Source: an optimization exercise on an open RTL-to-GDS flow (aim: small area). Production flows keep margins and buffers that such runs may drop. In this exercise RTL edits were held to simulation tests only and were not proved equivalent to the original.

==> inputs of job 504 <==
==> flow/design.v <==
module key_ctl
(
input   rst,clk,
input   tick,		 
input   upd,		 
input   key0,		 
input   key1,		 
output  reg buzz,
output  reg cnt_en,cnt_clr	 
);
reg k0p0,k0p1;
reg [4:0] k0cnt;
reg k1p0,k1p1;
reg [4:0] k1cnt;
reg [5:0] bzcnt;	 
wire k0hit = k0cnt[4] & k0cnt[1] & k0cnt[0];	 
wire k1hit = k1cnt[4] & k1cnt[1] & k1cnt[0];
wire k0top = k0cnt[4] & k0cnt[2];				 
wire k1top = k1cnt[4] & k1cnt[2];
wire k0new = k0top & ~k0cnt[0];					 
wire k1new = k1top & ~k1cnt[0];
always@(negedge rst, posedge clk)
if (rst == 0)
    begin
        k0p0 <= 0;
        k0p1 <= 0;
        k0cnt <= 21;
    end
else if (tick)
    begin
        k0p0 <= ~key0;
        k0p1 <= k0p0;
        if (k0p0 != k0p1)
            k0cnt <= k0hit ? 5'd22 : 5'd0;
        else if (k0top)
            k0cnt <= k0cnt[1] ? 5'd1 : 5'd21;
        else
            k0cnt <= k0cnt + 1'd1;
    end
always@(negedge rst, posedge clk)
if (rst == 0)
    begin
        k1p0 <= 0;
        k1p1 <= 0;
        k1cnt <= 21;
    end
else if (tick)
    begin
        k1p0 <= ~key1;
        k1p1 <= k1p0;
        if (k1p0 != k1p1)
            k1cnt <= k1hit ? 5'd22 : 5'd0;
        else if (k1top)
            k1cnt <= k1cnt[1] ? 5'd1 : 5'd21;
        else
            k1cnt <= k1cnt + 1'd1;
    end
always@(negedge rst, posedge clk)
if (rst == 0)
    begin
        cnt_en <= 0;
        cnt_clr <= 0;
    end
else if (upd)
    begin
        if (k0new & k0p1)
            cnt_en <= ~cnt_en;
        if (k1new)
            cnt_clr <= k1p1;
    end
always@(negedge rst, posedge clk)
if (rst == 0)
    begin
        buzz <= 0;
        bzcnt <= 32;
    end
else if (tick)
    begin
        if ((k1hit & k1p0) | (k0hit & k0p0))
            bzcnt <= 0;
        else if (!bzcnt[5])
            bzcnt <= bzcnt + 1'd1;
        buzz <= ~bzcnt[5];
    end
endmodule
module counters
(
input   rst,clk,
input   upd,
input   cnt_en,cnt_clr,
output  [31:0] bcd8d
);
function [3:0] inc10;
input [3:0] q;
    inc10 = {(q[3] & ~q[0]) | (q[2] & q[1] & q[0]),
             q[2] ^ (q[1] & q[0]),
             q[1] ^ (q[0] & ~q[3]),
             ~q[0]};
endfunction
function [2:0] inc6;
input [2:0] q;
    inc6 = {(q[2] & ~q[0]) | (q[1] & q[0]),
            q[1] ^ (q[0] & ~q[2]),
            ~q[0]};
endfunction
reg n4, n9;			 
reg [3:0] t1, s0, m0, h0, h1;
reg [2:0] s1, m1;
wire c1 = n9;
wire c2 = c1 & t1[3] & t1[0];	 
wire c3 = c2 & s0[3] & s0[0];
wire c4 = c3 & s1[2] & s1[0];	 
wire c5 = c4 & m0[3] & m0[0];
wire c6 = c5 & m1[2] & m1[0];
wire c7 = c6 & h0[3] & h0[0];
always@(negedge rst, posedge clk)
if (rst == 0)
    begin
        n4 <= 0; n9 <= 0;
        t1 <= 0; s0 <= 0; s1 <= 0; m0 <= 0; m1 <= 0; h0 <= 0; h1 <= 0;
    end
else if (upd)
    begin
        if (cnt_en)
            begin
                n4 <= ~n4;
                n9 <= n4;
                if (c1) t1 <= inc10(t1);
                if (c2) s0 <= inc10(s0);
                if (c3) s1 <= inc6(s1);
                if (c4) m0 <= inc10(m0);
                if (c5) m1 <= inc6(m1);
                if (c6) h0 <= inc10(h0);
                if (c7) h1 <= inc10(h1);
            end
        else if (cnt_clr)
            begin
                n4 <= 0; n9 <= 0;
                t1 <= 0; s0 <= 0; s1 <= 0; m0 <= 0; m1 <= 0; h0 <= 0; h1 <= 0;
            end
    end
wire [3:0] t0 = {n9, n4, 1'b0, n9};
assign bcd8d = {h1, h0, 1'b0, m1, m0, 1'b0, s1, s0, t1, t0};
endmodule
module seg_ctl
(
input   rst,clk,
input   upd,
input   ph12,
input   [31:0] bcd8d,
output  [7:0] seg_d,seg_com
);
reg  [12:0] lf;
reg  [2:0]  dsel;
reg  run;		 
wire alive = run | ph12;
always@(negedge rst, posedge clk)
if (rst == 0)
    run <= 0;
else if (upd)
    run <= 1;
wire z12 = (lf[11:0] == 0);
wire fb  = lf[12] ^ lf[4] ^ lf[1] ^ lf[0] ^ z12;
wire wrap = z12 & ~lf[12] & run;
always@(negedge rst, posedge clk)
if (rst == 0)
    lf <= 13'h0800;
else
    lf <= {lf[11:0], fb};
wire [2:0] csel = dsel + wrap;
always@(negedge rst, posedge clk)
if (rst == 0)
    dsel <= 0;
else
    dsel <= csel;
reg [3:0] sdh;
always @*
    case (dsel)
    3'd0    : sdh = bcd8d[03:00];
    3'd1    : sdh = bcd8d[07:04];
    3'd2    : sdh = bcd8d[11:08];
    3'd3    : sdh = bcd8d[15:12];
    3'd4    : sdh = bcd8d[19:16];
    3'd5    : sdh = bcd8d[23:20];
    3'd6    : sdh = bcd8d[27:24];
    default : sdh = bcd8d[31:28];
    endcase
wire dot = ~dsel[0] & (dsel[1] | dsel[2]);
wire [3:0] d = sdh;
wire [6:0] segd;
assign segd[0] = d[3] | d[1] | ~(d[2] ^ d[0]);
assign segd[1] = ~d[2] | ~(d[1] ^ d[0]);
assign segd[2] = d[2] | ~d[1] | d[0];
assign segd[3] = d[3] | (~d[2] & ~d[0]) | (~d[2] & d[1]) | (d[1] & ~d[0]) | (d[2] & ~d[1] & d[0]);
assign segd[4] = ~d[0] & (~d[2] | d[1]);
assign segd[5] = d[3] | d[2] | (~d[1] & ~d[0]);
assign segd[6] = d[3] | (d[2] ^ d[1]) | (d[1] & ~d[0]);
assign seg_d   = alive ? {dot, segd} : 8'h00;
assign seg_com = alive ? (8'h01 << csel) : 8'h00;
endmodule
module stop_watch
(
input   rst,clk,
input   key0,		 
input   key1,		 
input   [3:0] enc,	 
output  buzz,
output  [7:0] seg_d,seg_com
);
reg [3:0] ph;
always@(negedge rst, posedge clk)
if (rst == 0)
    ph <= 0;
else if (ph[3] & ph[0])
    ph <= 0;
else
    ph <= ph + 1;
wire tick = ph[2] & ph[1] & ~ph[0];		 
wire upd  = ~ph[2] & ph[1] & ~ph[0];	 
wire ph12 = ~ph[3] & ~ph[2] & (ph[1] ^ ph[0]);	 
wire en_d, clr_d;
key_ctl ukey_ctl
	(
	.rst	(rst	),
	.clk	(clk	),
	.tick	(tick	),
	.upd	(upd	),
	.key0	(key0	),
	.key1	(key1	),
	.buzz	(buzz	),
	.cnt_en	(en_d	),
	.cnt_clr(clr_d	)
	);
wire [31:0] bcd8d;
counters ucounters
	(
	.rst	(rst	),
	.clk	(clk	),
	.upd	(upd	),
	.cnt_en	(en_d	),
	.cnt_clr(clr_d	),
	.bcd8d	(bcd8d	)
	);
seg_ctl useg_ctl
	(
	.rst	(rst	),
	.clk	(clk	),
	.upd	(upd	),
	.ph12	(ph12	),
	.bcd8d	(bcd8d	),
	.seg_d	(seg_d	),
	.seg_com(seg_com)
	);
endmodule
==> flow/flow/run.sh <==
#!/bin/bash
# Layout flow:
#  1. the standard synthesis (standard.sh synth);
#  2. its combinational logic re-synthesized for area by resynth.tcl (yosys,
#     abc &deepsyn), with 4 random seeds in parallel; the smallest result is
#     kept (or the standard netlist, if none is smaller). Every register
#     keeps its instance name and cell type;
#  3. the standard layout steps, with port buffers of the smallest buffer
#     and a clock tree of small buffers without dummy loads.
# Each tool's output goes to a log file in this folder.
set -o pipefail
here=$(pwd)
res=$here/orfs/results/$FLOW_PLATFORM/stop_watch/base
lib=$FLOW_HOME/platforms/sky130hd/lib/sky130_fd_sc_hd__tt_025C_1v80.lib
bash standard.sh synth > synth.log 2>&1 || exit 1
cp $res/1_2_yosys.v $here/std_synth.v

for s in 1 2 3 4; do
  printf 'strash\n&get -n\n&deepsyn -T 30 -S %s\n&dch -f\n&nf -R 1000\n&put\ntopo\n' $s > $here/resynth_$s.abc
  LIB=$lib DONT_USE_FILE=$here/flow/dont_use.txt ABC_SCRIPT=$here/resynth_$s.abc \
  IN_V=$here/std_synth.v OUT_V=$here/resynth_$s.v OUT_STAT=$here/resynth_$s.stat TOP=$FLOW_TOP \
    timeout 900 yosys -c $here/flow/resynth.tcl > $here/resynth_$s.log 2>&1 &
done
wait

area() { grep -m1 "Chip area for module '\\\\$FLOW_TOP'" "$1" 2>/dev/null | awk '{print $NF}'; }
best=$here/std_synth.v
best_area=$(area $here/resynth_1.stat.in)
[ -z "$best_area" ] && best_area=1e18
for s in 1 2 3 4; do
  a=$(area $here/resynth_$s.stat)
  if [ -n "$a" ] && [ -s $here/resynth_$s.v ] && awk "BEGIN{exit !($a < $best_area)}"; then
    best=$here/resynth_$s.v; best_area=$a
  fi
done
echo "netlist used: $best (area $best_area)" > $here/resynth_choice.log
cp $best $res/1_2_yosys.v

bash standard.sh \
  BUFFER_PORTS_ARGS="-buffer_cell sky130_fd_sc_hd__buf_1" \
  CTS_ARGS="-sink_clustering_enable -repair_clock_nets -dont_use_dummy_load -buf_list \"sky130_fd_sc_hd__clkbuf_2 sky130_fd_sc_hd__clkbuf_4\" -sink_clustering_size 6" \
  finish > standard.log 2>&1
==> flow/flow/dont_use.txt <==
sky130_fd_sc_hd__probe_p_8
sky130_fd_sc_hd__probec_p_8
sky130_fd_sc_hd__lpflow_bleeder_1
sky130_fd_sc_hd__lpflow_clkbufkapwr_1
sky130_fd_sc_hd__lpflow_clkbufkapwr_16
sky130_fd_sc_hd__lpflow_clkbufkapwr_2
sky130_fd_sc_hd__lpflow_clkbufkapwr_4
sky130_fd_sc_hd__lpflow_clkbufkapwr_8
sky130_fd_sc_hd__lpflow_clkinvkapwr_1
sky130_fd_sc_hd__lpflow_clkinvkapwr_16
sky130_fd_sc_hd__lpflow_clkinvkapwr_2
sky130_fd_sc_hd__lpflow_clkinvkapwr_4
sky130_fd_sc_hd__lpflow_clkinvkapwr_8
sky130_fd_sc_hd__lpflow_decapkapwr_12
sky130_fd_sc_hd__lpflow_decapkapwr_3
sky130_fd_sc_hd__lpflow_decapkapwr_4
sky130_fd_sc_hd__lpflow_decapkapwr_6
sky130_fd_sc_hd__lpflow_decapkapwr_8
sky130_fd_sc_hd__lpflow_inputiso0n_1
sky130_fd_sc_hd__lpflow_inputiso0p_1
sky130_fd_sc_hd__lpflow_inputiso1n_1
sky130_fd_sc_hd__lpflow_inputiso1p_1
sky130_fd_sc_hd__lpflow_inputisolatch_1
sky130_fd_sc_hd__lpflow_isobufsrc_1
sky130_fd_sc_hd__lpflow_isobufsrc_16
sky130_fd_sc_hd__lpflow_isobufsrc_2
sky130_fd_sc_hd__lpflow_isobufsrc_4
sky130_fd_sc_hd__lpflow_isobufsrc_8
sky130_fd_sc_hd__lpflow_isobufsrckapwr_16
sky130_fd_sc_hd__lpflow_lsbuf_lh_hl_isowell_tap_1
sky130_fd_sc_hd__lpflow_lsbuf_lh_hl_isowell_tap_2
sky130_fd_sc_hd__lpflow_lsbuf_lh_hl_isowell_tap_4
sky130_fd_sc_hd__lpflow_lsbuf_lh_isowell_4
sky130_fd_sc_hd__lpflow_lsbuf_lh_isowell_tap_1
sky130_fd_sc_hd__lpflow_lsbuf_lh_isowell_tap_2
sky130_fd_sc_hd__lpflow_lsbuf_lh_isowell_tap_4
==> flow/flow/resynth.tcl <==
# Re-map the combinational logic of the standard synthesis netlist for area.
# Registers (and their instance names and cell types) are kept as they are.
yosys -import
set lib $::env(LIB)
set dont_use {}
foreach c [split [string trim [read [open $::env(DONT_USE_FILE)]]]] { lappend dont_use -dont_use $c }
read_liberty -ignore_miss_func $lib
read_verilog $::env(IN_V)
hierarchy -top $::env(TOP)
set seq_cells {sky130_fd_sc_hd__df* sky130_fd_sc_hd__edf* sky130_fd_sc_hd__sdf* sky130_fd_sc_hd__sedf* sky130_fd_sc_hd__dlx* sky130_fd_sc_hd__dlr* sky130_fd_sc_hd__dlclkp*}
setattr -mod -set keep_hierarchy 1 {*}$seq_cells
set n_seq_in [llength [split [string trim [tee -q -s result.string select -list $::env(TOP)/t:sky130_fd_sc_hd__df* $::env(TOP)/t:sky130_fd_sc_hd__edf* $::env(TOP)/t:sky130_fd_sc_hd__sdf* $::env(TOP)/t:sky130_fd_sc_hd__sedf* $::env(TOP)/t:sky130_fd_sc_hd__dlx* $::env(TOP)/t:sky130_fd_sc_hd__dlr* $::env(TOP)/t:sky130_fd_sc_hd__dlclkp*]] "\n"]]
tee -q -o $::env(OUT_STAT).in stat -liberty $lib
flatten
opt -purge
abc -script $::env(ABC_SCRIPT) -liberty $lib {*}$dont_use
opt_clean -purge
hilomap -singleton -hicell sky130_fd_sc_hd__conb_1 HI -locell sky130_fd_sc_hd__conb_1 LO
set n_seq_out [llength [split [string trim [tee -q -s result.string select -list $::env(TOP)/t:sky130_fd_sc_hd__df* $::env(TOP)/t:sky130_fd_sc_hd__edf* $::env(TOP)/t:sky130_fd_sc_hd__sdf* $::env(TOP)/t:sky130_fd_sc_hd__sedf* $::env(TOP)/t:sky130_fd_sc_hd__dlx* $::env(TOP)/t:sky130_fd_sc_hd__dlr* $::env(TOP)/t:sky130_fd_sc_hd__dlclkp*]] "\n"]]
puts "resynth: registers in $n_seq_in, out $n_seq_out"
if {$n_seq_in != $n_seq_out} { error "register count changed" }
tee -o $::env(OUT_STAT) stat -liberty $lib
select $::env(TOP)
write_verilog -noattr -noexpr -nohex -nodec -selected $::env(OUT_V)
==> flow/standard.sh <==
#!/bin/bash
# synth_recipe.tcl (not shown) runs the flow's synth.tcl, then flattens the netlist and writes it again
# the make line also repeats each setting of config.mk as NAME=value (left out here)
make -C /OpenROAD-flow-scripts/flow DESIGN_CONFIG=/design/flow/config.mk WORK_HOME=/design/flow/orfs CLKGATE_MAP_FILE= SYNTH_SCRIPT=/design/flow/synth_recipe.tcl "${@:-finish}"
==> flow/config.mk <==
export PLATFORM = sky130hd
export DESIGN_NAME = stop_watch
export DESIGN_NICKNAME = stop_watch
export VERILOG_FILES = /design/flow/design.v
export SDC_FILE = /design/flow/constraint.sdc
export NUM_CORES = 4
export LEC_CHECK = 0
export CAP_MARGIN = 20
export CORE_MARGIN = 2
export CORE_UTILIZATION = 65
export SLEW_MARGIN = 20
==> flow/constraint.sdc <==
create_clock -name core_clock -period 10.0 [get_ports {clk}]
set_input_delay 2.0000 -clock core_clock [delete_from_list [all_inputs] [get_ports {clk}]]
set_output_delay 2.0000 -clock core_clock [all_outputs]
set_load 0.01 [all_outputs]
==> job 3556: changes against job 504 <==
--- a/flow/flow/run.sh
+++ b/flow/flow/run.sh
@@ -40,3 +40,3 @@
   BUFFER_PORTS_ARGS="-buffer_cell sky130_fd_sc_hd__buf_1" \
-  CTS_ARGS="-sink_clustering_enable -repair_clock_nets -dont_use_dummy_load -buf_list \"sky130_fd_sc_hd__clkbuf_2 sky130_fd_sc_hd__clkbuf_4\" -sink_clustering_size 6" \
+  CTS_ARGS="-sink_clustering_enable -repair_clock_nets -dont_use_dummy_load -buf_list sky130_fd_sc_hd__clkbuf_4" \
   finish > standard.log 2>&1
==> job 3062: changes against job 504 <==
==> flow/flow/run.sh (replaced) <==
#!/bin/bash
# Layout flow:
#  1. the standard synthesis (standard.sh synth);
#  2. its combinational logic re-synthesized for area by resynth.tcl (yosys, abc deepsyn);
#     every register keeps its instance name and cell type;
#  3. the standard layout steps, with port buffers of the smallest buffer
#     and a clock tree of small buffers without dummy loads.
# Each tool's output goes to a log file in this folder.
set -eo pipefail
here=$(pwd)
res=$here/orfs/results/$FLOW_PLATFORM/stop_watch/base
bash standard.sh synth > synth.log 2>&1
cp $res/1_2_yosys.v $here/std_synth.v
LIB=$FLOW_HOME/platforms/sky130hd/lib/sky130_fd_sc_hd__tt_025C_1v80.lib \
DONT_USE_FILE=$here/flow/dont_use.txt ABC_SCRIPT=$here/flow/area.abc \
IN_V=$here/std_synth.v OUT_V=$here/resynth.v OUT_STAT=$here/resynth_stat.txt TOP=$FLOW_TOP \
  yosys -c $here/flow/resynth.tcl > resynth.log 2>&1
cp $here/resynth.v $res/1_2_yosys.v
bash standard.sh \
  BUFFER_PORTS_ARGS="-buffer_cell sky130_fd_sc_hd__buf_1" \
  CTS_ARGS="-sink_clustering_enable -repair_clock_nets -dont_use_dummy_load -buf_list sky130_fd_sc_hd__clkbuf_4 -sink_clustering_size 10" \
  finish > standard.log 2>&1
==> flow/flow/area.abc (new file) <==
strash
&get -n
&deepsyn -T 30
&dch -f
&nf -R 1000
&put
topo
==> flow/flow/resynth.tcl (replaced) <==
# Re-map the combinational logic of the standard synthesis netlist for area.
# Registers (and their instance names and cell types) are kept as they are.
yosys -import
set lib $::env(LIB)
set dont_use {}
foreach c [split [string trim [read [open $::env(DONT_USE_FILE)]]]] { lappend dont_use -dont_use $c }
read_liberty -ignore_miss_func $lib
read_verilog $::env(IN_V)
hierarchy -top $::env(TOP)
setattr -mod -set keep_hierarchy 1 sky130_fd_sc_hd__df*
flatten
opt -purge
abc -script $::env(ABC_SCRIPT) -liberty $lib {*}$dont_use
opt_clean -purge
hilomap -singleton -hicell sky130_fd_sc_hd__conb_1 HI -locell sky130_fd_sc_hd__conb_1 LO
tee -o $::env(OUT_STAT) stat -liberty $lib
select $::env(TOP)
write_verilog -noattr -noexpr -nohex -nodec -selected $::env(OUT_V)
==> qor.yml <==
floorplan:
  num_io_pins: 25
  initial_core_util_pct: 67.12
  rows: 25
  die_x_um: 73.61
  die_h_um: 73.61
status:
  error: "[ERROR STA-0564] clock_tree_synthesis positional arguments not supported."
  status: "stopped before the end"
  lastStage: "4_1_cts"
yosys:
  syn_area_mm2: 0.003149
  syn_area_per_cell_um2: 10.09
  synth_nets: 320
  synth_warnings: 4
  syn-instance-count: 312
placement:
  dp_hpwl_um: 4158
  pre_cts_slack_ps: 5577
  gp_congestion: 0.9068
  place_inst: 387
  placed_cell_area_mm2: 0.003301
(the above is from job 504)
==> qor.yml <==
yosys:
  syn-instance-count: 316
  syn_area_per_cell_um2: 10.01
  synth_warnings: 4
  synth_nets: 324
placement:
  pre_cts_slack_ps: 5404
  gp_congestion: 0.8746
  placed_cell_area_mm2: 0.003313
  place_inst: 391
status:
  status: "complete, no violations"
floorplan:
  die_h_um: 73.75
  initial_core_util_pct: 67.39
(the above is from job 3062)
==> qor.yml <==
status:
  status: "complete, no violations"
yosys:
  synth_nets: 321
  syn-instance-count: 313
  syn_area_per_cell_um2: 10.07
  synth_warnings: 4
  syn_area_mm2: 0.003151
floorplan:
  rows: 25
  die_x_um: 73.62
  initial_core_util_pct: 67.15
  taps: 54
setup_path:
  rr_startpoint: "ph[0]"
  rr_worst_depth: 14
final_layout:
  buffer_area_share_pct: 2.488
  multiInputGateArea_mm2: 0.001316
placement:
  dp_hpwl_um: 4145
  pre_cts_slack_ps: 5658
  placed_cell_area_mm2: 0.003302
  place_inst: 388
hold_path:
  hold_depth: 0
global_route:
  grt_most_used_layer: "met2"
(the above is from job 3556)

==> what the ideal ports hide <==
No port has a modelled driver above. Below, the same layouts with a new extraction and two added sets of constraints.
Step 1 sets driving cells, clkbuf_16 on the clock port and buf_2 on the other inputs (assumed; they add their load-dependent delay and slew).
Step 2 moves the port delays by t, midway between the first and last clock arrival at a register: inputs arrive t later, outputs are due t later. That takes back most of the time a late clock gives input paths.
Slacks: no drivers / after step 1 / after step 2; pairs: no drivers / after step 1.
run	shift t [ns]	setup WS [ns]	hold slack, ns	worst setup path after step 2	worst data-port slew with drivers (ns)
job 3556	0.421	5.207 / 5.183 / 5.604	0.354 / 0.354 / 0.354	register to output	0.03
job 3062	0.415	4.989 / 4.962 / 5.377	0.389 / 0.389 / 0.389	register to output	0.03
After both steps setup and hold are still met in every run listed.
